Source: an optimization exercise on an open RTL-to-GDS flow (aim: small area). Production flows keep margins and buffers that such runs may drop.
In this exercise RTL edits were held to simulation tests only and were not proved equivalent to the original.
No activity file was given, so power comes from the tool's default toggle rates.

===== config.mk =====
export PLATFORM = sky130hd
export DESIGN_NAME = dac8734_spi
export DESIGN_NICKNAME = dac8734_spi
export VERILOG_FILES = /design/flow/design.v
export SDC_FILE = /design/flow/constraint.sdc
export NUM_CORES = 4
export LEC_CHECK = 0
export CAP_MARGIN = 20
export CORE_MARGIN = 2
export CORE_UTILIZATION = 40
export SLEW_MARGIN = 20

===== constraint.sdc =====
create_clock -name core_clock -period 10.0 [get_ports {clk}]
set_input_delay 2.0000 -clock core_clock [delete_from_list [all_inputs] [get_ports {clk}]]
set_output_delay 2.0000 -clock core_clock [all_outputs]
set_load 0.01 [all_outputs]

===== design.v =====
`timescale 1ns / 1ps
module dac8734_spi (
    input  wire        clk,
    input  wire        reset,
    input  wire [31:0] spi_config_in,
    input  wire        spi_config_selected,
    input  wire [31:0] spi_data_in,
    input  wire        spi_data_selected,
    input  wire        sdi,
    output wire        busy,
    output wire [31:0] spi_data_out,
    output wire        data_write,
    output wire        io_out,
    output wire        io_oe,
    output wire        sck,
    output wire [7:0]  cs
);
localparam [3:0] IDLE0      = 4'b0000,
                 IDLE       = 4'b0010,
                 WAIT0      = 4'b0100,
                 WAIT       = 4'b0110,
                 LOW        = 4'b1000,
                 HIGH       = 4'b1100,
                 LAST_HIGH  = 4'b1110,
                 LAST_LOW   = 4'b1010,
                 EXTEND_LOW = 4'b1001;
reg [3:0] state;
reg       lsb_first, slave_en, end_spi, cspol, cpol, cpha;
reg [7:0] cs_val;
reg [4:0] length;
reg [7:1] clk_div;
reg        busy_state;
reg        spi_start;
reg        data_load;
reg  [4:0] data_remain;
reg  [7:0] count;
reg        sdo;
reg [32:1] tx;
reg [31:0] rx;
reg        sck_buffer;
reg  [7:0] cs_buffer;
wire in_frame  = state[3];
wire init      = ~state[3] & state[1];
wire cs_next   = state[3] | state[2];
wire sck_next  = state[3] & state[2];
wire start     = init & spi_start;
wire rcpha     = cpha ^ slave_en;
wire count_end = (count == 8'h0);
reg [3:0] state_n;
reg       data_load_n;
always @(*) begin
    state_n     = state;
    data_load_n = 1'b0;
    case (state)
        IDLE0, IDLE: begin
            if (start) begin
                state_n     = rcpha ? EXTEND_LOW : LOW;
                data_load_n = ~rcpha;
            end else begin
                state_n     = IDLE;
            end
        end
        WAIT0, WAIT: begin
            if (start) begin
                state_n     = rcpha ? EXTEND_LOW : LOW;
                data_load_n = ~rcpha;
            end else begin
                state_n     = WAIT;
            end
        end
        LOW: if (count_end) begin
            state_n     = (data_remain == 5'h0) ? LAST_HIGH : HIGH;
            data_load_n = rcpha;
        end
        HIGH: if (count_end) begin
            state_n     = LOW;
            data_load_n = ~rcpha;
        end
        LAST_HIGH: if (count_end) begin
            state_n     = LAST_LOW;
            data_load_n = ~rcpha & ~slave_en;
        end
        LAST_LOW: if (count_end) begin
            state_n     = end_spi ? IDLE0 : WAIT0;
        end
        EXTEND_LOW: if (count_end) begin
            state_n     = LOW;
        end
        default: ;
    endcase
end
wire init_n = ~state_n[3] & state_n[1];
always @(posedge clk) begin
    if (reset) begin
        state      <= IDLE0;
        busy_state <= 1'b0;
        data_load  <= 1'b0;
        {lsb_first, slave_en, end_spi, cs_val, length, cspol, cpol, cpha, clk_div} <= 26'h0;
    end else begin
        state     <= state_n;
        data_load <= data_load_n;
        if (~in_frame)
            busy_state <= start | (spi_data_selected & ~state[2]);
        if (spi_config_selected & ~busy_state)
            {lsb_first, slave_en, end_spi, cs_val, length, cspol, cpol, cpha, clk_div} <=
                {spi_config_in[31:29], spi_config_in[23:1]};
    end
end
always @(posedge clk) begin
    spi_start <= spi_data_selected & ~busy_state;
    if (~in_frame)
        data_remain <= length;
    else if (state == HIGH && count_end)
        data_remain <= data_remain - 5'h1;
    if (in_frame & ~count_end)
        count <= count - 8'h1;
    else
        count <= {1'b0, clk_div} - 8'h1;
    if (init_n)
        tx <= spi_data_in;
    else if (data_load)
        tx <= lsb_first ? {1'b0, tx[32:2]} : {tx[31:1], 1'b0};
    sck_buffer <= sck_next ^ cpol;
    cs_buffer  <= ~({8{cspol}} ^ ({8{cs_next}} & cs_val));
end
always @(posedge clk) begin
    if (reset | init) begin
        sdo <= 1'b0;
        rx  <= 32'h0;
    end else if (data_load) begin
        sdo <= lsb_first ? tx[1] : tx[32];
        rx  <= lsb_first ? {rx[30:0], sdi} : {sdi, rx[31:1]};
    end
end
assign busy         = busy_state;
assign spi_data_out = rx;
assign data_write   = slave_en & ~state[3] & ~state[1] & (state[2] | busy_state);
assign io_out       = sdo;
assign io_oe        = ~slave_en;
assign sck          = sck_buffer;
assign cs           = cs_buffer;
endmodule

===== flow/run.sh =====
#!/bin/bash
# Own layout flow: the standard ORFS flow (standard.sh, unchanged synthesis),
# with smaller port buffers and a leaner clock tree, set through the ORFS
# variables BUFFER_PORTS_ARGS and CTS_ARGS. Each tool's output goes to its own
# log file here; ORFS's per-step logs stay under orfs/logs/.
set -euo pipefail
source flow/knobs.sh
bash standard.sh > standard.log 2>&1

===== flow/knobs.sh =====
export BUFFER_PORTS_ARGS="-buffer_cell sky130_fd_sc_hd__buf_1"
export CTS_ARGS="-sink_clustering_enable -repair_clock_nets -dont_use_dummy_load"

===== standard.sh =====
#!/bin/bash
# synth_recipe.tcl (not shown) runs the flow's synth.tcl, then flattens the netlist and writes it again
# the make line also repeats each setting of config.mk as NAME=value (left out here)
make -C /OpenROAD-flow-scripts/flow DESIGN_CONFIG=/design/flow/config.mk WORK_HOME=/design/flow/orfs CLKGATE_MAP_FILE= SYNTH_SCRIPT=/design/flow/synth_recipe.tcl "${@:-finish}"

==> metrics.md, run 1 <==
| Metric | Value |
|---|---|
| Status | `no timing/DRC/antenna violations` |
| Hold depth | `2` |
| Ys async rst share | `0` |
| Port bufs | `107` |
| Placed Cells | `790` |
| Worst path slowest cell | `a21oi_4` |
| Startpoint Class | `flip-flop` |
| Tightest Pin Transition | `1.048 ns` |
| Placed instance area | `0.006056 mm^2` |
| Gpl congestion | `0.7908` |
| Core area | `around 0.014 mm^2` |
| F_max | `0.2781 GHz` |
| First-pass GRT wire length | `19.20 mm` |
| Initial drt markers | `210` |
| Commonest non-fill, non-tap cell in the layout | `buf_1` |
| Vias in the first global route | `between 4000 and 5000` |
| Fillers | `~1400` |
| #FFs+latches synth | `120` |
| Final setup viols | `0` |
| Power density over cell area | `248.3 mW/mm^2` |
| Hold Path End | `slave_en` |
| R2R Setup Slk | `6.40 ns` |
| Worst-path clk slew | `0.05 ns` |
| Die height | `122.4 um` |
| Cell chain of the critical path | `or4_1 -> nor2_1 -> a32oi_1 -> a21oi_4 -> or2_2` |
| Pwr Total | `roughly 1.6 mW` |
| Final hold violations | `0` |
| P_leak | `2.158 nW` |
| RR Startpoint | `count[1]` |
| Reg2reg end | `tx[24]` |
| Hold_buf cts | `0` |
| Max-slew violation count | `0` |
| Largest net degree at the start of global routing | `68` |
| Area occupied by multi-input gates | `about 0.0026 mm^2` |
| Register Area | `0.002778 mm^2` |
| Synth-to-Final Area Change | `15.67%` |
| Post-synthesis cell type count | `48` |
| Via count | `between 4000 and 5000` |
| Post-synthesis sequential area ratio | `0.4948` |
| Commonest cells after routing, fill and taps aside | `buf_1 (107), dfxtp_1 (81), nand2_1 (69)` |
| Worst skew pair latency | `0.41 ns` |
| Critical path required time | `10.03 ns` |
| EDFF count, synth | `37` |
| Finished Layout Cells | `807` |
| Avg Vias per Cell | `5.187` |
| CTS H-Tree Depth | `4` |
| Die area | `0.01497 mm^2` |
| Total I/O pin count | `between 100 and 150` |
| Antenna diode count | `0` |
| Root buffer cell | `clkbuf_16` |
| Detailed Route WL | `between 10 and 15 mm` |
| Nets | `~700` |
| Syn nets | `612` |
| RSZ-0062 raised after global routing | `false` |
| CP max stage delay | `0.87 ns` |
| DRC viols | `0` |
| Die X | `122.4 um` |
| Post-route cell area | `0.006482 mm^2` |
| R2R cell count | `5` |
| Share of layout cells above drive strength 1 | `0.1404` |
| Quantity of gates resized following cts | `0` |
| Relative slew slack | `0.2994` |
| Max Clock Skew | `0.01279 ns` |
| Detailed Routing Iterations Pass 1 | `4` |
| Detailed-route wire length per cell | `14.20 um` |
| Tcrit/Tclk final | `0.3596` |
| Final setup TNS | `0 ns` |
| Hold Path Origin | `slave_en` |
| HPWL Detailed | `7.573 mm` |
| Worst slack, placed | `roughly 6.4 ns` |
| TritonCTS clock tree | `done` |
| Critical setup path kind | `flip-flop to flip-flop` |
| GRT Total Usage | `0.1635` |
| Postcts setup bufs | `0` |
| Antenna Nets Post-Route | `0` |
| Total gr overflow | `0` |
| CTS Buf Count | `17` |
| Buffer depth of the longest clock path | `2` |
| Dominant synthesized flop cell | `dfxtp_1` |
| Clock tree sinks | `120` |
| Row cnt | `between 40 and 50` |
| Initial antenna violation count | `0` |
| Min cycle time layout | `~3.6 ns` |
| PnR worst setup slack | `between 6 and 7 ns` |
| Worst Path Max Fanout | `33` |
| Cell count after synthesis | `540` |
| Max rail drop VDD | `0.1259 mV` |
| Syn_area_per_cell | `roughly 10 um^2` |
| Ys Warns | `1` |
| Starting Density | `0.4069` |
| Max-Cap Viols | `0` |
| CP endpoint kind | `flip-flop` |
| Critical path arrival | `3.63 ns` |
| Hold Path Class | `flip-flop to flip-flop` |
| Synthesized cell area | `0.005604 mm^2` |
==> final cells by class <==
type / instances / share of cell area
Multi-Input combinational cell: 370 / 0.3999
Clock buffer: 17 / 0.06562
Tap cell: 180 / 0.03474
Inverter: 10 / 0.005790
Sequential cell: 120 / 0.4285
Timing Repair Buffer: 110 / 0.06543
==> registers in the layout (all words and copies together) (netlist names) <==
register and flops:
count 8, cs_val 8, clk_div 7, lsb_first 1, cs_buffer 8, end_spi 1
sck_buffer 1, data_remain 5, cpol 1, slave_en 1, tx 32, state 4
busy_state 1, rx 32, cpha 1, cspol 1, length 5, sdo 1
spi_start 1, data_load 1
==> cells in the mapped netlist (all sizes together) (3+ instances only) <==
master	count	area share
dfxtp	83	0.30
nand2	69	0.046
mux2	64	0.13
nor2	48	0.032
a21oi	40	0.038
edfxtp	37	0.20
mux2i	36	0.064
a211oi	34	0.046
clkbuf	25	0.017
buf	15	0.020
xor2	14	0.022
inv	10	0.0067
nor3	7	0.0063
o21ai	5	0.0045
xnor2	5	0.0078
a31oi	4	0.0045
nor2b	4	0.0045
a22oi	3	0.0040
ha	3	0.0067
nand3	3	0.0027
or4	3	0.0054
==> where the power goes <==
group,switching (mW),internal [mW]
Sequential,0.0884,0.659
Clock,0.181,0.292
Combinational,0.189,0.200
==> critical path, delay by kind of cell (launching register included) <==
family,cells,cell delay [ns]
compound gates,2,1.11
flops,1,0.37
simple gates,3,1.69
==> cell families (layout without fill, tap and decap cells) <==
| kind of cell | count (synthesis) | count (layout) | synth area share |
|---|---|---|---|
| adders and majority gates | 3 | 3 | 0.006699 |
| AOI/OAI and AO/OA | 97 | 97 | 0.1136 |
| xor gates and xnor gates | 19 | 19 | 0.02969 |
| muxes | 100 | 100 | 0.1929 |
| DFF | 120 | 120 | 0.4948 |
| buffers and inverters | 50 | 137 | 0.04331 |
| and+or+nand+nor | 151 | 151 | 0.1190 |
==> layer usage <==
metal  part of all wire  vias up  global-route usage
li1                   -     2090                   -
met1               0.46     1997              0.2113
met2               0.48       86              0.2510
met3              0.049       13             0.05483
met4              0.013        0             0.06681
met5                  0        -                   0
==> stage by stage <==
stage | hold WS [ns] | utilization
after floorplan | 0.4335 | -
after global placement | 0.4426 | 0.4397
after detailed placement | 0.4490 | 0.4397
after CTS | 0.4557 | 0.4706
after global routing | 0.4720 | 0.4707
final | 0.4521 | 0.4707
==> worst max-delay path by stage <==
stage	start	end	slack, ns	depth (start not counted)
after floorplan	state[3]	data_write	6.90	4
after global placement	count[1]	tx[9]	6.46	5
after detailed placement	count[1]	tx[10]	6.41	5
after CTS	count[1]	tx[24]	6.39	5
after global routing	count[1]	tx[8]	6.17	5
final	count[1]	tx[24]	6.40	5
==> run 2: changes to the inputs <==
==> flow/knobs.sh (replaced) <==
export BUFFER_PORTS_ARGS="-buffer_cell sky130_fd_sc_hd__buf_1"
export CTS_ARGS="-sink_clustering_enable -repair_clock_nets -dont_use_dummy_load -buf_list sky130_fd_sc_hd__clkbuf_8 -sink_clustering_size 40 -sink_clustering_max_diameter 100"
==> run 2 against run 1 <==
Net effect: final cell count is 0.12% higher; register-to-register slack better by 0.25 ns; critical endpoint is now data_write; global-route usage is 0.25 points lower; critical path depth is 2 lower; synthesized cell count stayed put; non-clock buffer count is 1 higher; largest cell class unchanged; first-iteration DRC count is 23% higher; setup slack better by 0.14 ns; still clean; sequential share of layout area is 1.1 points higher.
==> metrics.md, run 2 <==
| Metric | Value |
|---|---|
| Most instantiated cells after synthesis | `dfxtp_1 (83), nand2_1 (69), mux2_2 (56)` |
| Max Clock Skew | `0.01971 ns (+0.006919 ns)` |
| Worst path slowest cell | `dfxtp_1` |
| Setup crit start | `state[2]` |
| Power density over cell area | `230.0 mW/mm^2 (-7.3%)` |
| TritonCTS clock tree | `done` |
| Port bufs | `107 (unchanged)` |
| Cell chain of the critical path | `nor2_1 -> nor4_1 -> buf_1` |
| Detailed Routing Iterations Pass 1 | `4 (unchanged)` |
| Fin util | `0.4588 (-0.01190)` |
| HPWL Detailed | `7.573 mm (unchanged)` |
| Die height | `122.4 um (unchanged)` |
| Via count | `4156 (-0.72%)` |
| Worst Path Max Fanout | `13 (-61%)` |
| Largest registers | `rx: 32 flops, tx: 32 flops` |
| First-pass GRT wire length | `18.95 mm (-1.3%)` |
| Startpoint Class | `flip-flop` |
| Critical path required time | `8.00 ns (-2.03 ns)` |
| Hold_buf cts | `0 (unchanged)` |
| Dominant synthesized flop cell | `dfxtp_1` |
| Initial drt markers | `259 (+23%)` |
| Hold depth | `2 (unchanged)` |
| P_leak | `2.084 nW (-3.5%)` |
| Final setup TNS | `0 ns (unchanged)` |
| CTS Buf Count | `17 (unchanged)` |
| Placed instance area | `0.006056 mm^2 (unchanged)` |
| Hold Path Class | `flip-flop to flip-flop` |
| Grt met2 use | `0.2479 (-0.003125)` |
| Min cycle time layout | `3.460 ns (-0.1358 ns)` |
| Starting Density | `0.4069 (unchanged)` |
| RR Startpoint | `count[1]` |
| F_max | `0.2890 GHz (+3.9%)` |
| Buffer depth of the longest clock path | `2 (unchanged)` |
| Syn_area_per_cell | `10.38 um^2 (unchanged)` |
| Total I/O pin count | `114 (unchanged)` |
| Cell count after synthesis | `540 (unchanged)` |
| Antenna Nets Post-Route | `0 (unchanged)` |
| Commonest cells after routing, fill and taps aside | `buf_1 (107), dfxtp_1 (81), nand2_1 (69)` |
| Max-Cap Viols | `0 (unchanged)` |
| RSZ-0062 raised after global routing | `false` |
| Synth area leaders | `dfxtp_1 (30%), edfxtp_1 (20%), mux2_2 (11%)` |
| Relative slew slack | `0.3393 (+0.03983)` |
| Synthesized cell area | `0.005604 mm^2 (unchanged)` |
| GR Layer Usage met3 | `0.05483 (unchanged)` |
| Row cnt | `43 (unchanged)` |
| CP endpoint kind | `output port` |
| Quantity of gates resized following cts | `0 (unchanged)` |
| Worst skew pair latency | `0.44 ns (+0.03 ns)` |
| Detailed-route wire length per cell | `14.06 um (-0.96%)` |
| Tcrit/Tclk final | `0.3460 (-0.01358)` |
| Final setup viols | `0 (unchanged)` |
| Syn nets | `612 (unchanged)` |
| Worst-path clk slew | `0.06 ns (about the same)` |
| DRC viols | `0 (unchanged)` |
| CTS H-Tree Depth | `4 (unchanged)` |
| Critical path arrival | `1.46 ns (-2.17 ns)` |
| Postcts setup bufs | `0 (unchanged)` |
| Total gr overflow | `0 (unchanged)` |
| Detailed Route WL | `11.36 mm (-0.84%)` |
| Max-slew violation count | `0 (unchanged)` |
| Tightest Pin Transition | `0.9911 ns (-0.05741 ns)` |
| CP max stage delay | `0.57 ns (-0.30 ns)` |
| Top cell type's share of synthesized area | `0.2965 (unchanged)` |
| Largest net degree at the start of global routing | `68 (unchanged)` |
| Die area | `0.01497 mm^2 (unchanged)` |
| Ys Warns | `1 (unchanged)` |
| Gpl congestion | `0.7908 (unchanged)` |
| Initial antenna violation count | `0 (unchanged)` |
| Post-synthesis cell type count | `48 (unchanged)` |
| Fillers | `1379 (+0.22%)` |
| GRT Total Usage | `0.1610 (-0.002534)` |
| Busiest grt layer | `met2` |
| Ys async rst share | `0 (unchanged)` |
| #FFs+latches synth | `120 (unchanged)` |
| Reg2reg end | `tx[24]` |
| Clock tree sinks | `120 (unchanged)` |
| Commonest non-fill, non-tap cell in the layout | `buf_1` |
| Vias in the first global route | `3965 (-1.4%)` |
| Met1 Track Usage GR | `0.2082 (-0.003094)` |
| Avg Vias per Cell | `5.144 (-0.84%)` |
| Max rail drop VDD | `0.1236 mV (-1.8%)` |
| R2R Setup Slk | `6.65 ns (+0.25 ns)` |
| Status | `no timing/DRC/antenna violations` |
| CP top delay family | `flip-flops` |
| Core area | `0.01377 mm^2 (unchanged)` |
| CP Buf/Inv Count | `1 (+1)` |
| Share of layout cells above drive strength 1 | `0.1417 (+0.001369)` |
| Count leader, synth | `dfxtp_1` |
| Die X | `122.4 um (unchanged)` |
| Post-synthesis sequential area ratio | `0.4948 (unchanged)` |
| EDFF count, synth | `37 (unchanged)` |
| Register Area | `0.002778 mm^2 (unchanged)` |
| Hold Path Origin | `slave_en` |
| R2R cell count | `6 (+1)` |
| Final hold violations | `0 (unchanged)` |
| Nets | `702 (+0.14%)` |
| Antenna diode count | `0 (unchanged)` |
| Area occupied by multi-input gates | `0.002592 mm^2 (unchanged)` |
| Critical setup path kind | `flip-flop to output port` |
| Post-route cell area | `0.006319 mm^2 (-2.5%)` |
| Post-synth top area cell | `dfxtp_1` |
| Hold Path End | `slave_en` |
| Root buffer cell | `clkbuf_8` |
| Synth-to-Final Area Change | `12.75%` |
[run 2: metal layers]
layer	up-vias	wire length, um
met1	1957	5379
met4	0	146
li1	2097	-
met3	12	607
met5	-	0
met2	90	5230
[run 2: layout make-up]
| class | instances | area share |
|---|---|---|
| Timing Repair Buffer | 111 | 0.07149 |
| Multi-Input combinational cell | 370 | 0.4103 |
| Clock buffer | 17 | 0.03703 |
| Inverter | 10 | 0.005941 |
| Sequential cell | 120 | 0.4396 |
| Tap cell | 180 | 0.03564 |
[run 2: tightest hold or removal path, stage by stage, from the launching register on]
cell	delay (ns)
dfxtp_1	0.31
nand2_1	0.05
a21oi_1	0.05
[run 2: worst max-delay path by stage]
stage          cells after the start          to
3_5_place_dp                       5      tx[10]
3_3_place_gp                       5       tx[9]
6_report                           3  data_write
2_1_floorplan                      4  data_write
4_1_cts                            5      tx[24]
5_1_grt                            3  data_write
[run 2: power breakdown]
| part | total [mW] | internal (mW) | switching [mW] | leakage (nW) |
|---|---|---|---|---|
| sequential | 0.746 | 0.658 | 0.0874 | 1.05 |
| clock | 0.308 | 0.149 | 0.159 | 0.122 |
| combinational | 0.400 | 0.210 | 0.190 | 0.912 |
[run 2: logic make-up after synthesis]
| group | after synthesis | synth area share |
|---|---|---|
| muxes | 100 | 0.1929 |
| xor gates and xnor gates | 19 | 0.02969 |
| adders and majority gates | 3 | 0.006699 |
| DFF | 120 | 0.4948 |
| AOI/OAI and AO/OA | 97 | 0.1136 |
| and+or+nand+nor | 151 | 0.1190 |
| buffers and inverters | 50 | 0.04331 |
[run 2: through the flow]
stage	hold WS [ns]	total power [mW]	std cells	setup WS (ns)
global placement	0.4426	1.130	790	6.465
finish	0.4534	1.454	808	6.540
global route	0.4739	1.555	808	6.369
CTS	0.4574	1.465	807	6.378
floorplan	0.4335	1.068	540	6.897
detailed placement	0.4490	1.149	790	6.410
==> run 3: changes to the inputs <==
==> flow/knobs.sh (replaced) <==
export BUFFER_PORTS_ARGS="-buffer_cell sky130_fd_sc_hd__buf_1"
export CTS_ARGS="-sink_clustering_enable -repair_clock_nets -dont_use_dummy_load -buf_list sky130_fd_sc_hd__clkbuf_4 -root_buf sky130_fd_sc_hd__clkbuf_8"
==> run 3 against run 2 <==
Net effect: largest cell class unchanged; critical path type is now flip-flop to flip-flop; core utilization is 0.93 points lower; sequential power hardly changed; clock-buffer cell count stayed put; non-clock buffer count is 1 lower; routed wire length is 0.44% lower; global-route usage is 0.11 points lower; critical endpoint is now tx[23]; synthesized cell count stayed put; clock skew is 0.012 ns higher; design area is 2.0% lower; via count is 0.19% lower; sequential share of layout area is 0.91 points higher; final cell count is 0.12% lower.
==> metrics.md, run 3 <==
| Metric | Value |
|---|---|
| Switching Power | `422.6 uW (-3.2%)` |
| Cell count after synthesis | `540 (unchanged)` |
| Synth-to-Final Area Change | `10.47%` |
| Critical path required time | `10.01 ns (+2.01 ns)` |
| Initial antenna violation count | `0 (unchanged)` |
| CP top delay family | `simple AND/OR/NAND/NOR gates` |
| Clock Power Share | `0.169 (-0.043)` |
| Critical setup path kind | `flip-flop to flip-flop` |
| Commonest cells after routing, fill and taps aside | `buf_1 (107), dfxtp_1 (81), nand2_1 (69)` |
| Nets | `701 (-0.14%)` |
| Sw Ratio | `0.3101 (+0.009727)` |
| Post-synthesis sequential area ratio | `0.4948 (unchanged)` |
| Tightest Pin Transition | `1.071 ns (+0.07967 ns)` |
| RSZ-0062 raised after global routing | `false` |
| Worst slack, placed | `6.410 ns (unchanged)` |
| Syn nets | `612 (unchanged)` |
| Largest family of logic cells by synthesized area | `multiplexers` |
| Placed instance area | `0.006056 mm^2 (unchanged)` |
| Hold Slack | `0.4576 ns (+0.004175 ns)` |
| Multiplexer share of the synthesized area | `0.1929 (unchanged)` |
| Worst Path Max Fanout | `33 (+20)` |
| Die area | `0.01497 mm^2 (unchanged)` |
| Pint | `940.3 uW (-7.5%)` |
| Startpoint Class | `flip-flop` |
| Tcrit/Tclk final | `0.3611 (+0.01509)` |
| CTS H-Tree Depth | `4 (unchanged)` |
| Detailed Routing Iterations Pass 1 | `5 (+1)` |
| Detailed Route WL | `11.31 mm (-0.44%)` |
| CP endpoint kind | `flip-flop` |
| Compound-cell area share of the yosys netlist | `0.1136 (unchanged)` |
| Simple-gate portion of the synthesized area | `0.1190 (unchanged)` |
| Initial drt markers | `244 (-5.8%)` |
| Worst-path clk slew | `0.08 ns (+0.02 ns)` |
| CTS Buf Count | `17 (unchanged)` |
| First-pass GRT wire length | `18.98 mm (+0.18%)` |
| Most instantiated cells after synthesis | `dfxtp_1 (83), nand2_1 (69), mux2_2 (56)` |
| Cell chain of the critical path | `or4_1 -> nor2_1 -> a32oi_1 -> a21oi_4 -> or2_2` |
| Largest net degree at the start of global routing | `68 (unchanged)` |
| Max Clock Skew | `0.03172 ns (+0.01201 ns)` |
| Power density over cell area | `220.1 mW/mm^2 (-4.3%)` |
| Commonest non-fill, non-tap cell in the layout | `buf_1` |
| Seq pwr share | `0.546 (+0.033)` |
| Min cycle time layout | `3.611 ns (+0.1509 ns)` |
| Hold Path Class | `flip-flop to flip-flop` |
| CP max stage delay | `0.88 ns (+0.31 ns)` |
| Antenna Nets Post-Route | `0 (unchanged)` |
| Max rail drop VDD | `0.1140 mV (-7.7%)` |
| Total gr overflow | `0 (unchanged)` |
| Final hold violations | `0 (unchanged)` |
| Die X | `122.4 um (unchanged)` |
| Vias in the first global route | `3996 (+0.78%)` |
| Post-synth top area cell | `dfxtp_1` |
| DRC viols | `0 (unchanged)` |
| Root buffer cell | `clkbuf_8` |
| Postcts setup bufs | `0 (unchanged)` |
| Quantity of gates resized following cts | `0 (unchanged)` |
| EDFF count, synth | `37 (unchanged)` |
| Detailed-route wire length per cell | `14.02 um (-0.32%)` |
| Ys async rst share | `0 (unchanged)` |
| Critical path arrival | `3.62 ns (+2.16 ns)` |
| Via count | `4148 (-0.19%)` |
| Hold_buf cts | `0 (unchanged)` |
| Adder and majority cell fraction of the synthesized area | `0.006698 (unchanged)` |
| Status | `no timing/DRC/antenna violations` |
| Final setup TNS | `0 ns (unchanged)` |
| #FFs+latches synth | `120 (unchanged)` |
| Syn_area_per_cell | `10.38 um^2 (unchanged)` |
| GRT Total Usage | `0.1599 (-0.001086)` |
| Final setup viols | `0 (unchanged)` |
| Pwr Total | `1.363 mW (-6.2%)` |
| Max-Cap Viols | `0 (unchanged)` |
| Post-route cell area | `0.006191 mm^2 (-2.0%)` |
| Buffer depth of the longest clock path | `2 (unchanged)` |
| F_max | `0.2769 GHz (-4.2%)` |
| Largest registers | `rx: 32 flops, tx: 32 flops` |
| Row cnt | `43 (unchanged)` |
| Total I/O pin count | `114 (unchanged)` |
| PnR worst setup slack | `6.389 ns (-0.1509 ns)` |
| Share of layout cells above drive strength 1 | `0.1404 (-0.001369)` |
| Finished Layout Cells | `807 (-0.12%)` |
| Clock tree sinks | `120 (unchanged)` |
| Comb pwr share | `0.285 (+0.010)` |
| Dominant synthesized flop cell | `dfxtp_1` |
| Starting Density | `0.4069 (unchanged)` |
| TritonCTS clock tree | `done` |
| Synthesized cell area | `0.005604 mm^2 (unchanged)` |
| P_leak | `2.030 nW (-2.6%)` |
| CP Buf/Inv Count | `0 (-1)` |
| Placed Cells | `790 (unchanged)` |
| Top cell type's share of synthesized area | `0.2965 (unchanged)` |
| Die height | `122.4 um (unchanged)` |
| Worst path slowest cell | `a21oi_4` |
| Fin util | `0.4495 (-0.009266)` |
| Max-slew violation count | `0 (unchanged)` |
| Worst skew pair latency | `0.41 ns (-0.03 ns)` |
| Ys Warns | `1 (unchanged)` |
| Antenna diode count | `0 (unchanged)` |
| Fillers | `1403 (+1.7%)` |
| Core area | `0.01377 mm^2 (unchanged)` |
| HPWL Detailed | `7.573 mm (unchanged)` |
| Synth area leaders | `dfxtp_1 (30%), edfxtp_1 (20%), mux2_2 (11%)` |
| Count leader, synth | `dfxtp_1` |
| Relative slew slack | `0.2846 (-0.05471)` |
| Post-Synth XOR/XNOR Area | `0.02969 (unchanged)` |
| Port bufs | `107 (unchanged)` |
| Avg Vias per Cell | `5.140 (about the same)` |
| Gpl congestion | `0.7908 (unchanged)` |
| Post-synthesis cell type count | `48 (unchanged)` |
[run 3: cell types whose count changed in the layout (fill, tap and decap cells not counted), sizes merged]
cell	before	now
buf	111	110
[run 3: tightest hold or removal path: stages, from the launching register on]
cell     delay (ns)
dfxtp_1        0.32
nand2_1        0.05
a21oi_1        0.05
[run 3: cells by family after synthesis]
group,Yosys count
XOR/XNOR,19
AND/OR/NAND/NOR,151
AO/OA/AOI/OAI,97
buffers and inverters,50
flip-flops,120
multiplexers,100
adder cells (fa/ha/maj),3
[run 3: power groups by stage]
stage	Clock [mW]	Combinational, mW	Sequential, mW
after global placement	0	0.380	0.750
after detailed placement	0	0.392	0.757
after global routing	0.265	0.435	0.765
final	0.230	0.389	0.745
after floorplan	0	0.347	0.720
after CTS	0.245	0.394	0.746
[run 3: area by class of cell]
cell class / instances / area, um^2 / share of cell area
multi-input cells: 370 / 2592 / 0.4188
clock buffers: 17 / 133.9 / 0.02162
inverters: 10 / 37.54 / 0.006063
repair buffers: 110 / 424.2 / 0.06851
well taps: 180 / 225.2 / 0.03638
flip-flops and latches: 120 / 2778 / 0.4487
[run 3: layer usage]
metal  wire, um  global-route usage  share of wire  vias up
met5          0                   0              0        -
met4         82             0.04741         0.0072        0
met3        578             0.05623          0.051        7
met2       5313              0.2510           0.47       85
met1       5339              0.2077           0.47     1962
li1           -                   -              -     2094
[run 3: final timing paths]
check	startpoint	endpoint	slack, ns	depth (start not counted)
hold / removal	slave_en	slave_en	0.46	2
setup reg to reg	count[1]	tx[23]	6.39	5
hold reg to reg	slave_en	slave_en	0.46	2
setup / recovery	count[1]	tx[23]	6.39	5
==> run 4: changes to the inputs <==
==> run.sh (new file) <==
#!/bin/bash
# synth_recipe.tcl (not shown) runs the flow's synth.tcl, then flattens the netlist and writes it again
# the make line also repeats each setting of config.mk as NAME=value (left out here)
make -C /OpenROAD-flow-scripts/flow DESIGN_CONFIG=/design/flow/config.mk WORK_HOME=/design/flow/orfs CLKGATE_MAP_FILE= SYNTH_SCRIPT=/design/flow/synth_recipe.tcl finish
removed: flow/run.sh
removed: flow/knobs.sh
removed: standard.sh
==> run 4 against run 3 <==
Net effect: via count grew 1.2%; synthesized cell count stayed put; clock-buffer cell count up 11; non-clock buffer count unchanged; global-route usage rose by 0.40 points; largest cell class unchanged; highest routed layer unchanged; critical path depth is 2 lower; clock skew decreased by 0.022 ns.
==> metrics.md, run 4 <==
| Metric | Value |
|---|---|
| Core area | `0.01377 mm^2 (unchanged)` |
| CTS H-Tree Depth | `4 (unchanged)` |
| Largest net degree at the start of global routing | `68 (unchanged)` |
| Startpoint Class | `flip-flop` |
| Share of layout cells above drive strength 1 | `0.1482 (+0.007855)` |
| Initial antenna violation count | `0 (unchanged)` |
| Total gr overflow | `0 (unchanged)` |
| Tightest Pin Transition | `1.002 ns (-0.06897 ns)` |
| Detailed-route wire length per cell | `14.42 um (+2.9%)` |
| Post-synthesis cell type count | `48 (unchanged)` |
| #FFs+latches synth | `120 (unchanged)` |
| PnR worst setup slack | `6.147 ns (-0.2421 ns)` |
| RSZ-0062 raised after global routing | `false` |
| Synth-to-Final Area Change | `29.74%` |
| CTS Buf Count | `17 (unchanged)` |
| Worst skew pair latency | `0.42 ns (about the same)` |
| Ys Warns | `1 (unchanged)` |
| Largest registers | `rx: 32 flops, tx: 32 flops` |
| Quantity of gates resized following cts | `0 (unchanged)` |
| Final setup viols | `0 (unchanged)` |
| Final hold violations | `0 (unchanged)` |
| Syn nets | `612 (unchanged)` |
| Die X | `122.4 um (unchanged)` |
| Power density over cell area | `235.9 mW/mm^2 (+7.2%)` |
| Antenna diode count | `0 (unchanged)` |
| Row cnt | `43 (unchanged)` |
| Nets | `701 (unchanged)` |
| Finished Layout Cells | `821 (+1.7%)` |
| Gpl congestion | `0.7544 (-4.6%)` |
| Postcts setup bufs | `0 (unchanged)` |
| Worst-path clk slew | `0.05 ns (-0.03 ns)` |
| Worst path slowest cell | `clkdlybuf4s50_1` |
| Port bufs | `107 (unchanged)` |
| Relative slew slack | `0.3321 (+0.04757)` |
| Via count | `4196 (+1.2%)` |
| CP top delay family | `buffers and inverters` |
| GRT Total Usage | `0.1639 (+0.004015)` |
| Cell count after synthesis | `540 (unchanged)` |
| Cell chain of the critical path | `nor2_1 -> nor4_1 -> clkdlybuf4s50_1` |
| Pwr Total | `1.715 mW (+26%)` |
| Hold Slack | `0.4487 ns (-0.008860 ns)` |
| TritonCTS clock tree | `done` |
| Starting Density | `0.4069 (unchanged)` |
| Final setup TNS | `0 ns (unchanged)` |
| Worst Path Max Fanout | `13 (-61%)` |
| Post-synth top area cell | `dfxtp_1` |
| CP Buf/Inv Count | `1 (+1)` |
| Antenna Nets Post-Route | `0 (unchanged)` |
| Seq pwr share | `0.438 (-0.108)` |
| Total I/O pin count | `114 (unchanged)` |
| CP endpoint kind | `output port` |
| Min cycle time layout | `3.853 ns (+0.2421 ns)` |
| Critical path required time | `8.00 ns (-2.01 ns)` |
| Commonest non-fill, non-tap cell in the layout | `clkdlybuf4s50_1` |
| EDFF count, synth | `37 (unchanged)` |
| Critical path arrival | `1.85 ns (-1.77 ns)` |
| Buffer depth of the longest clock path | `2 (unchanged)` |
| Detailed Route WL | `11.84 mm (+4.6%)` |
| Avg Vias per Cell | `5.111 (-0.57%)` |
| Ys async rst share | `0 (unchanged)` |
| Max rail drop VDD | `0.1005 mV (-12%)` |
| Root buffer cell | `clkbuf_16` |
| Max Clock Skew | `0.009689 ns (-0.02203 ns)` |
| Top cell type's share of synthesized area | `0.2965 (unchanged)` |
| Count leader, synth | `dfxtp_1` |
| Area occupied by multi-input gates | `0.002592 mm^2 (unchanged)` |
| Vias in the first global route | `3987 (-0.23%)` |
| Clock tree sinks | `120 (unchanged)` |
| Syn_area_per_cell | `10.38 um^2 (unchanged)` |
| Clock Power Share | `0.313 (+0.144)` |
| HPWL Detailed | `7.857 mm (+3.7%)` |
| Synthesized cell area | `0.005604 mm^2 (unchanged)` |
| Synth area leaders | `dfxtp_1 (30%), edfxtp_1 (20%), mux2_2 (11%)` |
| CP max stage delay | `0.60 ns (-0.28 ns)` |
| Switching Power | `477.8 uW (+13%)` |
| Register Area | `0.002780 mm^2 (about the same)` |
| Die area | `0.01497 mm^2 (unchanged)` |
| Comb pwr share | `0.249 (-0.036)` |
| Critical setup path kind | `flip-flop to output port` |
| Commonest cells after routing, fill and taps aside | `clkdlybuf4s50_1 (107), dfxtp_1 (81), nand2_1 (69)` |
| DRC viols | `0 (unchanged)` |
| Max-slew violation count | `0 (unchanged)` |
| Status | `no timing/DRC/antenna violations` |
| Worst slack, placed | `6.007 ns (-0.4029 ns)` |
| P_leak | `2.492 nW (+23%)` |
| Dominant synthesized flop cell | `dfxtp_1` |
| Pint | `1.237 mW (+32%)` |
| Placed Cells | `789 (-0.13%)` |
| Detailed Routing Iterations Pass 1 | `4 (-1)` |
| Hold Path Class | `flip-flop to flip-flop` |
| Post-synthesis sequential area ratio | `0.4948 (unchanged)` |
| Sw Ratio | `0.2786 (-0.03151)` |
| Tcrit/Tclk final | `0.3853 (+0.02421)` |
| First-pass GRT wire length | `19.15 mm (+0.91%)` |
| Fillers | `1283 (-8.6%)` |
| F_max | `0.2595 GHz (-6.3%)` |
| Max-Cap Viols | `0 (unchanged)` |
| Most instantiated cells after synthesis | `dfxtp_1 (83), nand2_1 (69), mux2_2 (56)` |
| Initial drt markers | `198 (-19%)` |
| Hold_buf cts | `0 (unchanged)` |
| Die height | `122.4 um (unchanged)` |
## run 4: cell types whose count changed in the layout (fill, tap and decap cells not counted), moves of 3 or more
cell and change:
buf_1 -107, clkbuf_8 +3, clkbuf_16 +17, clkbuf_4 -16
clkinv_2 +3, clkbuf_1 +7, clkdlybuf4s50_1 +107
## run 4: cells by family after synthesis
kind of cell,count (synthesis),share of synthesized area
buf+inv,50,0.04331
fa+ha+maj,3,0.006699
xor+xnor,19,0.02969
compound gates,97,0.1136
simple gates,151,0.1190
mux,100,0.1929
flops,120,0.4948
## run 4: final timing paths
kind | from | endpoint | slack, ns | cells past startpoint
worst min-delay path | cpol | sck_buffer | 0.45 | 1
worst max-delay path | state[2] | data_write | 6.15 | 3
worst max register to register | count[1] | tx[22] | 6.86 | 5
worst min register to register | cpol | sck_buffer | 0.45 | 1
## run 4: cell type report
type	count	share of cell area
tap	180	0.03098
timing repair buffer	110	0.1532
multi-input combinational	370	0.3566
sequential	120	0.3824
inverter	10	0.005163
clock buffer	28	0.06970
clock inverter	3	0.002065
## run 4: power by group through the flow
stage	Sequential (mW)	Combinational, mW	Clock (mW)
after floorplan	0.720	0.347	0
after global placement	0.756	0.406	0
after detailed placement	0.761	0.420	0
after CTS	0.752	0.422	0.551
after global routing	0.770	0.471	0.576
final	0.752	0.426	0.537
## run 4: metrics by stage
stage | util | area (um^2)
finish | 0.5279 | 7271
global placement | 0.4877 | 6718
detailed placement | 0.4877 | 6718
floorplan | - | 5604
CTS | 0.5256 | 7239
global route | 0.5279 | 7271
## run 4: layer usage
metal  up-vias  part of all wire  global-route usage
met5         -                 0                   0
met4         0             0.019             0.07974
met3        17             0.045             0.04275
met2        89              0.48              0.2587
met1      1979              0.46              0.2084
li1       2111                 -                   -
==> run 5: changes to the inputs <==
--- a/design.v
+++ b/design.v
@@ -35,8 +35,8 @@
 reg  [4:0] data_remain;
 reg  [7:0] count;
 reg        sdo;
-reg [32:1] tx;
-reg [31:0] rx;
+reg [31:0] sr;
+reg  [5:0] nbits;
 reg        sck_buffer;
 reg  [7:0] cs_buffer;
 wire in_frame  = state[3];
@@ -89,7 +89,12 @@
         default: ;
     endcase
 end
-wire init_n = ~state_n[3] & state_n[1];
+wire load_sr = ~in_frame & ~start & (init | ~busy_state);
+integer i;
+reg [31:0] rx_mask;
+always @(*)
+    for (i = 0; i < 32; i = i + 1)
+        rx_mask[i] = lsb_first ? (nbits > i) : (nbits > 31 - i);
 always @(posedge clk) begin
     if (reset) begin
         state      <= IDLE0;
@@ -116,24 +121,25 @@
         count <= count - 8'h1;
     else
         count <= {1'b0, clk_div} - 8'h1;
-    if (init_n)
-        tx <= spi_data_in;
+    if (load_sr)
+        for (i = 0; i < 32; i = i + 1)
+            sr[i] <= spi_data_in[31 - i];
     else if (data_load)
-        tx <= lsb_first ? {1'b0, tx[32:2]} : {tx[31:1], 1'b0};
+        sr <= lsb_first ? {sr[30:0], sdi} : {sdi, sr[31:1]};
     sck_buffer <= sck_next ^ cpol;
     cs_buffer  <= ~({8{cspol}} ^ ({8{cs_next}} & cs_val));
 end
 always @(posedge clk) begin
     if (reset | init) begin
-        sdo <= 1'b0;
-        rx  <= 32'h0;
+        sdo   <= 1'b0;
+        nbits <= 6'h0;
     end else if (data_load) begin
-        sdo <= lsb_first ? tx[1] : tx[32];
-        rx  <= lsb_first ? {rx[30:0], sdi} : {sdi, rx[31:1]};
+        sdo   <= ~nbits[5] & (lsb_first ? sr[31] : sr[0]);
+        nbits <= nbits + 6'h1;
     end
 end
 assign busy         = busy_state;
-assign spi_data_out = rx;
+assign spi_data_out = sr & rx_mask;
 assign data_write   = slave_en & ~state[3] & ~state[1] & (state[2] | busy_state);
 assign io_out       = sdo;
 assign io_oe        = ~slave_en;
==> flow/run.sh (new file) <==
#!/bin/bash
# Own layout flow: the standard ORFS flow (standard.sh, unchanged synthesis),
# with smaller port buffers and a leaner clock tree, set through the ORFS
# variables BUFFER_PORTS_ARGS and CTS_ARGS. Each tool's output goes to its own
# log file here; ORFS's per-step logs stay under orfs/logs/.
set -euo pipefail
source flow/knobs.sh
bash standard.sh > standard.log 2>&1
==> flow/knobs.sh (new file) <==
export BUFFER_PORTS_ARGS="-buffer_cell sky130_fd_sc_hd__buf_1"
export CTS_ARGS="-sink_clustering_enable -repair_clock_nets -dont_use_dummy_load -buf_list sky130_fd_sc_hd__clkbuf_4 -root_buf sky130_fd_sc_hd__clkbuf_8"
==> standard.sh (new file) <==
#!/bin/bash
# synth_recipe.tcl (not shown) runs the flow's synth.tcl, then flattens the netlist and writes it again
# the make line also repeats each setting of config.mk as NAME=value (left out here)
make -C /OpenROAD-flow-scripts/flow DESIGN_CONFIG=/design/flow/config.mk WORK_HOME=/design/flow/orfs CLKGATE_MAP_FILE= SYNTH_SCRIPT=/design/flow/synth_recipe.tcl "${@:-finish}"
--- a/config.mk
+++ b/config.mk
@@ -5,7 +5,8 @@
 export SDC_FILE = /design/flow/constraint.sdc
 export NUM_CORES = 4
 export LEC_CHECK = 0
+export ABC_AREA = 1
 export CAP_MARGIN = 20
 export CORE_MARGIN = 2
-export CORE_UTILIZATION = 40
+export CORE_UTILIZATION = 65
 export SLEW_MARGIN = 20
removed: run.sh
==> run 5 against run 4 <==
Net effect: design area decreased by 25%; die area is 45% lower; global-route usage increased by 12 points; maximum frequency is 17% lower; sequential power shrank 11%; critical path type unchanged; first-iteration DRC count is 57% higher; combinational power up 16%; total power down 21%; synthesized cell count up 18%; synthesized area is 12% lower; sequential share of layout area grew 3.1 points; routed wire length fell by 1.5%.
==> metrics.md, run 5 <==
| Metric | Value |
|---|---|
| Ys async rst share | `0 (unchanged)` |
| Max Clock Skew | `0.02308 ns (+0.01339 ns)` |
| CTS Buf Count | `9 (-8)` |
| Port bufs | `107 (unchanged)` |
| Initial drt markers | `311 (+57%)` |
| Multiplexer share of the synthesized area | `0 (-0.1929)` |
| Dominant synthesized flop cell | `dfxtp_1` |
| Startpoint Class | `flip-flop` |
| Most instantiated cells after synthesis | `nand2_1 (130), nor2_1 (91), dfxtp_1 (57)` |
| Detailed Routing Iterations Pass 1 | `8 (+4)` |
| Critical setup path kind | `flip-flop to output port` |
| Max rail drop VDD | `0.1816 mV (+81%)` |
| Power density over cell area | `249.5 mW/mm^2 (+5.8%)` |
| Critical path arrival | `2.65 ns (+0.80 ns)` |
| Antenna diode count | `0 (unchanged)` |
| Worst Path Max Fanout | `39 (+26)` |
| Detailed-route wire length per cell | `14.19 um (-1.6%)` |
| Cell count after synthesis | `636 (+18%)` |
| Syn nets | `712 (+16%)` |
| Initial antenna violation count | `0 (unchanged)` |
| Vias in the first global route | `4501 (+13%)` |
| Synth-to-Final Area Change | `10.58%` |
| Total gr overflow | `0 (unchanged)` |
| Buffer depth of the longest clock path | `2 (unchanged)` |
| Via count | `4669 (+11%)` |
| Commonest cells after routing, fill and taps aside | `nand2_1 (130), buf_1 (107), nor2_1 (91)` |
| Post-Synth XOR/XNOR Area | `0.02487 (-0.004821)` |
| Adder and majority cell fraction of the synthesized area | `0.01777 (+0.01107)` |
| Ys Warns | `1 (unchanged)` |
| Final hold violations | `0 (unchanged)` |
| Starting Density | `0.6760 (+0.2692)` |
| Antenna Nets Post-Route | `0 (unchanged)` |
| Post-synthesis cell type count | `43 (-10%)` |
| Largest net degree at the start of global routing | `66 (-2.9%)` |
| Share of layout cells above drive strength 1 | `0.05533 (-0.09288)` |
| CTS H-Tree Depth | `3 (-1)` |
| Post-route cell area | `0.005451 mm^2 (-25%)` |
| HPWL Detailed | `8.401 mm (+6.9%)` |
| F_max | `0.2153 GHz (-17%)` |
| CP max stage delay | `0.90 ns (+0.30 ns)` |
| Avg Vias per Cell | `5.680 (+11%)` |
| Final setup viols | `0 (unchanged)` |
| Largest family of logic cells by synthesized area | `simple AND/OR/NAND/NOR gates` |
| Root buffer cell | `clkbuf_8` |
| #FFs+latches synth | `94 (-22%)` |
| RSZ-0062 raised after global routing | `false` |
| CP endpoint kind | `output port` |
| Max-slew violation count | `0 (unchanged)` |
| Die height | `91.09 um (-26%)` |
| Status | `no timing/DRC/antenna violations` |
| CP top delay family | `buffers and inverters` |
| DRC viols | `0 (unchanged)` |
| Min cycle time layout | `4.645 ns (+0.7922 ns)` |
| Post-synth top area cell | `dfxtp_1` |
| Syn_area_per_cell | `7.751 um^2 (-25%)` |
| Count leader, synth | `nand2_1` |
| Nets | `801 (+14%)` |
| Quantity of gates resized following cts | `0 (unchanged)` |
| Hold Path Origin | `busy_state` |
| Total I/O pin count | `114 (unchanged)` |
| TritonCTS clock tree | `done` |
| Hold Path Class | `flip-flop to flip-flop` |
| Hold_buf cts | `0 (unchanged)` |
| Synth area leaders | `dfxtp_1 (23%), edfxtp_1 (23%), nand2_1 (9.9%)` |
| Tcrit/Tclk final | `0.4645 (+0.07922)` |
| P_leak | `2.166 nW (-13%)` |
| Top cell type's share of synthesized area | `0.2315 (-0.06502)` |
| Worst path slowest cell | `clkinv_1` |
| Die area | `0.008296 mm^2 (-45%)` |
| Commonest non-fill, non-tap cell in the layout | `nand2_1` |
| EDFF count, synth | `37 (unchanged)` |
| Placed instance area | `0.005328 mm^2 (-21%)` |
| Cell chain of the critical path | `buf_4 -> clkinv_1 -> o211ai_1 -> inv_1 -> buf_1` |
| RR Startpoint | `state[3]` |
| Gpl congestion | `0.9376 (+24%)` |
| GRT Total Usage | `0.2806 (+0.1167)` |
| Hold Slack | `0.4516 ns (+0.002904 ns)` |
| Postcts setup bufs | `0 (unchanged)` |
| Post-synthesis sequential area ratio | `0.4569 (-0.03790)` |
| First-pass GRT wire length | `19.24 mm (+0.43%)` |
| Fillers | `598 (-53%)` |
| Simple-gate portion of the synthesized area | `0.2419 (+0.1229)` |
| Biggest register | `sr` |
| Die X | `91.09 um (-26%)` |
| Row cnt | `31 (-28%)` |
| Number of flip-flops under the largest register name | `32` |
| Core area | `0.007292 mm^2 (-47%)` |
| Final setup TNS | `0 ns (unchanged)` |
| Worst-path clk slew | `0.09 ns (+0.04 ns)` |
| Detailed Route WL | `11.66 mm (-1.5%)` |
| Relative slew slack | `0.3195 (-0.01266)` |
| Setup crit start | `lsb_first` |
| Tightest Pin Transition | `1.014 ns (+0.01271 ns)` |
| Critical path required time | `8.00 ns (about the same)` |
| Worst skew pair latency | `0.35 ns (-0.07 ns)` |
| Synthesized cell area | `0.004930 mm^2 (-12%)` |
| Clock tree sinks | `94 (-22%)` |
| CP Buf/Inv Count | `4 (+3)` |
| Compound-cell area share of the yosys netlist | `0.1840 (+0.07037)` |
| Max-Cap Viols | `0 (unchanged)` |
[run 5: cell count changes in the layout (fill, tap and decap cells not counted), moves of 41 or more]
cell	delta
buf_1	+107
clkdlybuf4s50_1	-107
nand2_1	+61
mux2_2	-56
nor2_1	+43
inv_1	+41
[run 5: cell type report]
cell class                 count  area, um^2  share of cell area
timing repair buffer         110       424.2             0.07781
inverter                      56       210.2             0.03856
tap                           99       123.9             0.02272
clock buffer                   9       123.9             0.02272
multi-input combinational    454        2317              0.4251
sequential                    94        2252              0.4131
[run 5: per-stage QoR]
step / power, mW / setup WS, ns / cells / utilization
after floorplan: 1.044 / 6.658 / 636 / -
after global placement: 1.138 / 6.007 / 813 / 0.7306
after global routing: 1.450 / 5.132 / 822 / 0.7476
after detailed placement: 1.165 / 5.993 / 813 / 0.7306
after CTS: 1.360 / 5.602 / 822 / 0.7476
final: 1.360 / 5.355 / 822 / 0.7476
[run 5: power breakdown]
| group | total (mW) | switching, mW | leakage (nW) | internal [mW] |
|---|---|---|---|---|
| clock network | 0.198 | 0.117 | 0.0647 | 0.0810 |
| registers | 0.667 | 0.0891 | 0.843 | 0.578 |
| logic | 0.495 | 0.330 | 1.26 | 0.165 |
| total | 1.36 | 0.536 | 2.17 | 0.824 |
[run 5: layer usage]
| layer | vias to the layer above | GRT usage | wire length [um] |
|---|---|---|---|
| li1 | 2331 | - | - |
| met4 | 0 | 0.1098 | 235 |
| met5 | - | 0 | 0 |
| met1 | 2141 | 0.3330 | 5003 |
| met3 | 20 | 0.03154 | 556 |
| met2 | 177 | 0.5167 | 5867 |
[run 5: worst paths after layout]
path                           end  slack (ns)  cells past startpoint
setup / recovery  spi_data_out[31]        5.35                      5
setup reg to reg            sr[15]        6.60                      8
hold reg to reg          spi_start        0.45                      1
hold / removal           spi_start        0.45                      1
[run 5: logic make-up after synthesis]
| family | count (synthesis) |
|---|---|
| compound gates | 152 |
| xor+xnor | 14 |
| fa+ha+maj | 7 |
| buf+inv | 88 |
| flops | 94 |
| simple gates | 281 |
[run 5: worst reg2reg max path: stages, from the launching register on]
cell and delay (ns):
dfxtp_1 0.84, inv_1 0.41, nand3_2 0.20, inv_2 0.07, nor2_2 0.16, o21ai_4 0.07, buf_4 0.30, nand2_1 0.62
buf_4 0.38
==> run 6: changes to the inputs <==
--- a/config.mk
+++ b/config.mk
@@ -8,5 +8,5 @@
 export ABC_AREA = 1
 export CAP_MARGIN = 20
 export CORE_MARGIN = 2
-export CORE_UTILIZATION = 65
+export CORE_UTILIZATION = 40
 export SLEW_MARGIN = 20
==> run 6 against run 5 <==
Net effect: still clean on timing, DRC and antenna; critical path depth increased by 1; total power decreased by 0.30%; setup slack improved by 0.34 ns; combinational power decreased by 1%; register-to-register slack improved by 0.02 ns; global-route usage decreased by 9.1 points; design area increased by 1.1%; largest power group unchanged.
==> metrics.md, run 6 <==
| Metric | Value |
|---|---|
| Status | `no timing/DRC/antenna violations` |
| Max Clock Skew | `0.02984 ns (+0.006761 ns)` |
| Detailed-route wire length per cell | `14.22 um (+0.20%)` |
| Post-synth top area cell | `dfxtp_1` |
| Buffer depth of the longest clock path | `2 (unchanged)` |
| First-pass GRT wire length | `20.27 mm (+5.3%)` |
| Largest net degree at the start of global routing | `66 (unchanged)` |
| Commonest cells after routing, fill and taps aside | `nand2_1 (129), buf_1 (107), nor2_1 (91)` |
| Via count | `4636 (-0.71%)` |
| Tightest Pin Transition | `0.7889 ns (-0.2256 ns)` |
| Fillers | `1247 (+110%)` |
| Starting Density | `0.4104 (-0.2656)` |
| Biggest register | `sr` |
| Row cnt | `40 (+29%)` |
| Antenna Nets Post-Route | `0 (unchanged)` |
| Detailed Route WL | `12.37 mm (+6.1%)` |
| Switching Power | `533.4 uW (-0.47%)` |
| EDFF count, synth | `37 (unchanged)` |
| DRC viols | `0 (unchanged)` |
| Sw Ratio | `0.3933 (-0.0006713)` |
| Postcts setup bufs | `0 (unchanged)` |
| Detailed Routing Iterations Pass 1 | `5 (-3)` |
| Critical path required time | `8.00 ns (about the same)` |
| Total I/O pin count | `114 (unchanged)` |
| Post-synthesis cell type count | `43 (unchanged)` |
| Min cycle time layout | `4.304 ns (-0.3417 ns)` |
| Antenna diode count | `0 (unchanged)` |
| Initial drt markers | `267 (-14%)` |
| Worst skew pair latency | `0.37 ns (+0.02 ns)` |
| Pint | `822.7 uW (-0.19%)` |
| Synth-to-Final Area Change | `11.85%` |
| Most instantiated cells after synthesis | `nand2_1 (130), nor2_1 (91), dfxtp_1 (57)` |
| Max-slew violation count | `0 (unchanged)` |
| Cell count after synthesis | `636 (unchanged)` |
| Hold Path Class | `flip-flop to flip-flop` |
| Relative slew slack | `0.4728 (+0.1533)` |
| Post-synthesis sequential area ratio | `0.4569 (unchanged)` |
| Ys async rst share | `0 (unchanged)` |
| Die X | `115.0 um (+26%)` |
| Max-Cap Viols | `0 (unchanged)` |
| Gpl congestion | `0.8560 (-8.7%)` |
| Port bufs | `107 (unchanged)` |
| Vias in the first global route | `4387 (-2.5%)` |
| TritonCTS clock tree | `done` |
| Worst slack, placed | `6.181 ns (+0.1882 ns)` |
| Core area | `0.01201 mm^2 (+65%)` |
| Tcrit/Tclk final | `0.4304 (-0.03417)` |
| P_leak | `2.167 nW (about the same)` |
| Synthesized cell area | `0.004930 mm^2 (unchanged)` |
| HPWL Detailed | `8.979 mm (+6.9%)` |
| Final setup TNS | `0 ns (unchanged)` |
| Total gr overflow | `0 (unchanged)` |
| RSZ-0062 raised after global routing | `false` |
| Seq pwr share | `0.490 (about the same)` |
| Die area | `0.01323 mm^2 (+59%)` |
| CTS H-Tree Depth | `3 (unchanged)` |
| Synth area leaders | `dfxtp_1 (23%), edfxtp_1 (23%), nand2_1 (9.9%)` |
| Worst-path clk slew | `0.09 ns (about the same)` |
| Die height | `115.0 um (+26%)` |
| F_max | `0.2324 GHz (+7.9%)` |
| Nets | `801 (unchanged)` |
| Power density over cell area | `245.9 mW/mm^2 (-1.4%)` |
| Syn nets | `712 (unchanged)` |
| Clock tree sinks | `94 (unchanged)` |
| PnR worst setup slack | `5.696 ns (+0.3417 ns)` |
| Syn_area_per_cell | `7.751 um^2 (unchanged)` |
| CP endpoint kind | `output port` |
| Share of layout cells above drive strength 1 | `0.05809 (+0.002766)` |
| Quantity of gates resized following cts | `0 (unchanged)` |
| Critical setup path kind | `flip-flop to output port` |
| Count leader, synth | `nand2_1` |
| Root buffer cell | `clkbuf_8` |
| Number of flip-flops under the largest register name | `32 (unchanged)` |
| Commonest non-fill, non-tap cell in the layout | `nand2_1` |
| Initial antenna violation count | `0 (unchanged)` |
| Startpoint Class | `flip-flop` |
| Dominant synthesized flop cell | `dfxtp_1` |
| Worst Path Max Fanout | `10 (-74%)` |
| Hold Slack | `0.4426 ns (-0.008992 ns)` |
| Top cell type's share of synthesized area | `0.2315 (unchanged)` |
| Fin util | `0.4591 (-0.2885)` |
| CTS Buf Count | `9 (unchanged)` |
| Hold_buf cts | `0 (unchanged)` |
| GRT Total Usage | `0.1898 (-0.09087)` |
| Clock Power Share | `0.149 (+0.003)` |
| Comb pwr share | `0.361 (-0.003)` |
| Final setup viols | `0 (unchanged)` |
| #FFs+latches synth | `94 (unchanged)` |
| Max rail drop VDD | `0.1561 mV (-14%)` |
| Ys Warns | `1 (unchanged)` |
| Final hold violations | `0 (unchanged)` |
| Avg Vias per Cell | `5.329 (-6.2%)` |
| Critical path arrival | `2.30 ns (-0.35 ns)` |
[run 6: cell counts after synthesis]
Identical to the previous run, type by type.
[run 6: layout make-up]
cell class	count	area [um^2]	area share
Inverter	56	210.2	0.03812
Clock buffer	9	123.9	0.02246
Tap cell	147	183.9	0.03336
Sequential cell	94	2252	0.4084
Timing Repair Buffer	110	424.2	0.07692
Multi-Input combinational cell	454	2320	0.4207
[run 6: kinds of logic after synthesis]
family | count (synthesis) | share of synthesized area
adders and majority gates | 7 | 0.01777
AOI/OAI and AO/OA | 152 | 0.1840
DFF | 94 | 0.4569
buffers and inverters | 88 | 0.07462
xor gates and xnor gates | 14 | 0.02487
and+or+nand+nor | 281 | 0.2419
[run 6: worst paths after layout]
| check | from | endpoint | slack (ns) | depth (start not counted) |
|---|---|---|---|---|
| worst max-delay path | nbits[1] | spi_data_out[13] | 5.70 | 6 |
| worst max register to register | state[3] | sr[7] | 6.62 | 8 |
| worst min register to register | busy_state | spi_start | 0.44 | 1 |
| worst min-delay path | busy_state | spi_start | 0.44 | 1 |
[run 6: power groups by stage]
stage | Clock [mW] | Combinational [mW] | Sequential (mW)
finish | 0.202 | 0.490 | 0.664
global route | 0.222 | 0.561 | 0.680
CTS | 0.210 | 0.495 | 0.664
detailed placement | 0 | 0.492 | 0.672
global placement | 0 | 0.483 | 0.667
floorplan | 0 | 0.397 | 0.647
[run 6: critical path, cell delays in order (launching register included)]
cell	delay (ns)
dfxtp_1	0.56
inv_1	0.18
ha_1	0.31
nor2_1	0.32
a21oi_1	0.16
o22ai_1	0.23
buf_1	0.18
[run 6: stage by stage]
stage / total power [mW] / cell area, um^2 / std cells
after floorplan: 1.044 / 4930 / 636
after detailed placement: 1.164 / 5388 / 861
after CTS: 1.369 / 5512 / 870
after global routing: 1.464 / 5514 / 870
after global placement: 1.150 / 5388 / 861
final: 1.356 / 5514 / 870
[run 6: routing by layer]
layer  up-vias  part of all wire  global-route usage
li1       2340                 -                   -
met1      2126              0.45              0.2437
met2       146              0.47              0.3125
met3        24             0.057             0.04270
met4         0             0.020             0.07229
met5         -                 0                   0
==> run 7: changes to the inputs <==
--- a/config.mk
+++ b/config.mk
@@ -5,7 +5,6 @@
 export SDC_FILE = /design/flow/constraint.sdc
 export NUM_CORES = 4
 export LEC_CHECK = 0
-export ABC_AREA = 1
 export CAP_MARGIN = 20
 export CORE_MARGIN = 2
 export CORE_UTILIZATION = 40
==> run 7 against run 6 <==
Net effect: routed wire length is 2.6% higher; synthesized area rose by 2.8%; clock skew rose by 0.0060 ns; total power down 24%; final cell count is 2.6% lower; maximum frequency decreased by 7.7%; clock power about the same; critical path depth is the same; die area rose by 2.7%; synthesized cell count is 5.8% lower; largest power group unchanged.
==> metrics.md, run 7 <==
| Metric | Value |
|---|---|
| Ys Warns | `1 (unchanged)` |
| Placed Cells | `838 (-2.7%)` |
| Commonest non-fill, non-tap cell in the layout | `buf_1` |
| Finished Layout Cells | `847 (-2.6%)` |
| CTS H-Tree Depth | `3 (unchanged)` |
| Clock tree sinks | `94 (unchanged)` |
| Quantity of gates resized following cts | `0 (unchanged)` |
| Met1 Track Usage GR | `0.2640 (+0.02024)` |
| EDFF count, synth | `37 (unchanged)` |
| Detailed Routing Iterations Pass 1 | `7 (+2)` |
| HPWL Detailed | `8.783 mm (-2.2%)` |
| Worst Path Max Fanout | `23 (+13)` |
| GRT Total Usage | `0.1896 (-0.0002132)` |
| Worst skew pair latency | `0.40 ns (+0.03 ns)` |
| Hold Slack | `0.4637 ns (+0.02112 ns)` |
| Max-slew violation count | `0 (unchanged)` |
| CP max stage delay | `0.85 ns (+0.29 ns)` |
| Hold_buf cts | `0 (unchanged)` |
| Final hold violations | `0 (unchanged)` |
| F_max | `0.2145 GHz (-7.7%)` |
| Dominant synthesized flop cell | `dfxtp_1` |
| Critical path required time | `8.00 ns (about the same)` |
| Tcrit/Tclk final | `0.4661 (+0.03578)` |
| Max Clock Skew | `0.03583 ns (+0.005991 ns)` |
| Post-synthesis sequential area ratio | `0.4442 (-0.01263)` |
| CP endpoint kind | `output port` |
| Min cycle time layout | `4.661 ns (+0.3578 ns)` |
| Initial antenna violation count | `0 (unchanged)` |
| DRC viols | `0 (unchanged)` |
| Die height | `116.6 um (+1.4%)` |
| Post-synthesis cell type count | `50 (+16%)` |
| Cell count after synthesis | `599 (-5.8%)` |
| Biggest register | `sr` |
| Startpoint Class | `flip-flop` |
| Hold Path End | `cs_buffer[1]` |
| Syn nets | `675 (-5.2%)` |
| Post-synth top area cell | `dfxtp_1` |
| Final setup TNS | `0 ns (unchanged)` |
| Detailed Route WL | `12.69 mm (+2.6%)` |
| Worst-path clk slew | `0.11 ns (+0.02 ns)` |
| Busiest grt layer | `met2` |
| CTS Buf Count | `9 (unchanged)` |
| Nets | `753 (-6.0%)` |
| Die area | `0.01359 mm^2 (+2.7%)` |
| Hold Path Class | `flip-flop to flip-flop` |
| Syn_area_per_cell | `8.464 um^2 (+9.2%)` |
| Critical setup path kind | `flip-flop to output port` |
| CP Buf/Inv Count | `2 (unchanged)` |
| Core area | `0.01252 mm^2 (+4.2%)` |
| Commonest cells after routing, fill and taps aside | `buf_1 (107), a21oi_1 (89), nand2_1 (85)` |
| Reg2reg end | `sr[14]` |
| RR Startpoint | `state[3]` |
| Synthesized cell area | `0.005070 mm^2 (+2.8%)` |
| Total I/O pin count | `114 (unchanged)` |
| P_leak | `2.026 nW (-6.5%)` |
| Buffer depth of the longest clock path | `2 (unchanged)` |
| Antenna Nets Post-Route | `0 (unchanged)` |
| RSZ-0062 raised after global routing | `false` |
| Share of layout cells above drive strength 1 | `0.04000 (-0.01809)` |
| CP top delay family | `flip-flops` |
| Max-Cap Viols | `0 (unchanged)` |
| Pwr Total | `1.034 mW (-24%)` |
| Root buffer cell | `clkbuf_8` |
| Grt met2 use | `0.2795 (-0.03309)` |
| Detailed-route wire length per cell | `14.98 um (+5.4%)` |
| Starting Density | `0.4050 (-0.005379)` |
| Relative slew slack | `0.3837 (-0.08910)` |
| Hold depth | `2 (+1)` |
| Synth area leaders | `dfxtp_1 (23%), edfxtp_1 (22%), a21oi_1 (8.8%)` |
| Status | `no timing/DRC/antenna violations` |
| Via count | `4452 (-4.0%)` |
| Cell chain of the critical path | `clkinv_1 -> nand2_1 -> a21oi_1 -> mux2i_1 -> and2_1 -> buf_1` |
| Max rail drop VDD | `0.09203 mV (-41%)` |
| GR Layer Usage met3 | `0.04722 (+0.004525)` |
| Count leader, synth | `a21oi_1` |
| Die X | `116.6 um (+1.4%)` |
| Vias in the first global route | `4082 (-7.0%)` |
| Tightest Pin Transition | `0.9222 ns (+0.1333 ns)` |
| #FFs+latches synth | `94 (unchanged)` |
| Critical path arrival | `2.66 ns (+0.36 ns)` |
| Hold Path Origin | `cs_val[1]` |
| First-pass GRT wire length | `20.03 mm (-1.2%)` |
| Final setup viols | `0 (unchanged)` |
| Total gr overflow | `0 (unchanged)` |
| Synth-to-Final Area Change | `12.24%` |
| Power density over cell area | `181.6 mW/mm^2 (-26%)` |
| Most instantiated cells after synthesis | `a21oi_1 (89), nand2_1 (85), nor2_1 (72)` |
| Avg Vias per Cell | `5.256 (-1.4%)` |
| R2R Setup Slk | `7.80 ns (+1.18 ns)` |
| R2R cell count | `6 (-2)` |
| Row cnt | `41 (+2.5%)` |
| Postcts setup bufs | `0 (unchanged)` |
| Worst path slowest cell | `dfxtp_1` |
| Ys async rst share | `0 (unchanged)` |
| Largest net degree at the start of global routing | `66 (unchanged)` |
| TritonCTS clock tree | `done` |
| Top cell type's share of synthesized area | `0.2251 (-0.006398)` |
| Gpl congestion | `0.8410 (-1.8%)` |
| Number of flip-flops under the largest register name | `32 (unchanged)` |
| Antenna diode count | `0 (unchanged)` |
| Initial drt markers | `175 (-34%)` |
| Port bufs | `107 (unchanged)` |
==> run 7: changes by cell type in the layout (fill, tap and decap cells not counted), sizes merged, moves of 7 or more <==
| cell | previous run | this run |
|---|---|---|
| nand2 | 140 | 85 |
| a211oi | 0 | 11 |
| mux2i | 0 | 39 |
| a21oi | 26 | 89 |
| inv | 56 | 22 |
| nand3b | 7 | 0 |
| nor2 | 100 | 72 |
| a31oi | 35 | 9 |
| nand3 | 24 | 10 |
| o22ai | 24 | 0 |
| o21ai | 49 | 23 |
==> run 7: worst max path at each step <==
stage          startpoint          endpoint  slack (ns)  cells past startpoint
5_1_grt          nbits[5]  spi_data_out[13]        5.14                      6
4_1_cts          nbits[5]  spi_data_out[13]        5.33                      6
3_3_place_gp     nbits[5]  spi_data_out[13]        5.80                      6
2_1_floorplan    nbits[0]   spi_data_out[2]        6.23                      7
3_5_place_dp     nbits[5]  spi_data_out[13]        5.74                      6
6_report         nbits[5]  spi_data_out[13]        5.34                      6
==> run 7: area by class of cell <==
cell class	instances	area, um^2
multi-input cells	436	2569
flip-flops and latches	94	2253
clock buffers	9	123.9
fillers	1304	6827
well taps	172	215.2
inverters	24	90.09
repair buffers	112	439.2
==> run 7: per-stage QoR <==
stage | util | instance area (um^2) | setup WS (ns)
final | 0.4546 | 5690 | 5.339
after global routing | 0.4546 | 5690 | 5.139
after CTS | 0.4542 | 5685 | 5.329
after detailed placement | 0.4443 | 5562 | 5.740
after global placement | 0.4443 | 5562 | 5.795
after floorplan | - | 5070 | 6.225
==> run 7: kinds of logic after synthesis <==
| kind of cell | Yosys count | synth area share |
|---|---|---|
| adders and majority gates | 7 | 0.01727 |
| DFF | 94 | 0.4442 |
| and+or+nand+nor | 207 | 0.1784 |
| xor gates and xnor gates | 23 | 0.03973 |
| buffers and inverters | 69 | 0.05281 |
| AOI/OAI and AO/OA | 158 | 0.1861 |
| muxes | 41 | 0.08144 |
==> run 7: worst register-to-register path, cell delays in order, from the launching register on <==
cell      delay [ns]
dfxtp_1         0.31
buf_4           0.24
a21oi_1         0.31
o21ai_4         0.10
buf_4           0.32
nand2b_1        0.15
buf_4           0.40
==> run 7: report_power, final <==
| group | switching, mW | internal [mW] | leakage (nW) |
|---|---|---|---|
| Combinational | 0.151 | 0.102 | 1.12 |
| Clock | 0.123 | 0.0808 | 0.0647 |
| Sequential | 0.0757 | 0.501 | 0.841 |
==> run 7: metal layers <==
layer / vias to the layer above / wire, um
met1: 2085 / 6136
met4: 0 / 259
li1: 2228 / -
met3: 18 / 739
met5: - / 0
met2: 121 / 5554

## what the ideal ports hide
No port has a modelled driver above. Below, the same layouts with a new extraction and two added sets of constraints. Step 1 sets driving cells, clkbuf_16 on the clock port and buf_2 on the other inputs (assumed; they add their load-dependent delay and slew). Step 2, shift: input delay + t, output delay - t, t = (earliest + latest rising clock arrival at the registers) / 2. This alone moves slack from input paths to output paths. Slacks: ideal ports / drivers / drivers and shift; pairs: ideal ports / drivers.
| run | t (ns) | setup WS [ns] | hold slack, ns | latest minus earliest clock arrival (ns) | slew at the worst register clock pin (ns) |
|---|---|---|---|---|---|
| run 1 | 0.447 | 6.404 / 6.404 / 6.404 | 0.452 / 0.452 / 0.452 | 0.014 / 0.013 | 0.05 / 0.05 |
| run 2 | 0.462 | 6.540 / 6.506 / 6.652 | 0.453 / 0.453 / 0.453 | 0.020 / 0.020 | 0.07 / 0.07 |
| run 3 | 0.426 | 6.389 / 6.389 / 6.389 | 0.458 / 0.458 / 0.458 | 0.032 / 0.032 | 0.11 / 0.11 |
| run 4 | 0.452 | 6.147 / 6.107 / 6.281 | 0.449 / 0.449 / 0.449 | 0.012 / 0.011 | 0.05 / 0.05 |
| run 5 | 0.371 | 5.355 / 5.324 / 5.695 | 0.452 / 0.452 / 0.452 | 0.029 / 0.028 | 0.09 / 0.09 |
| run 6 | 0.388 | 5.696 / 5.667 / 6.054 | 0.443 / 0.443 / 0.443 | 0.030 / 0.031 | 0.10 / 0.10 |
| run 7 | 0.413 | 5.339 / 5.305 / 5.719 | 0.464 / 0.464 / 0.464 | 0.038 / 0.039 | 0.11 / 0.11 |
After both steps every run listed still meets setup and hold.
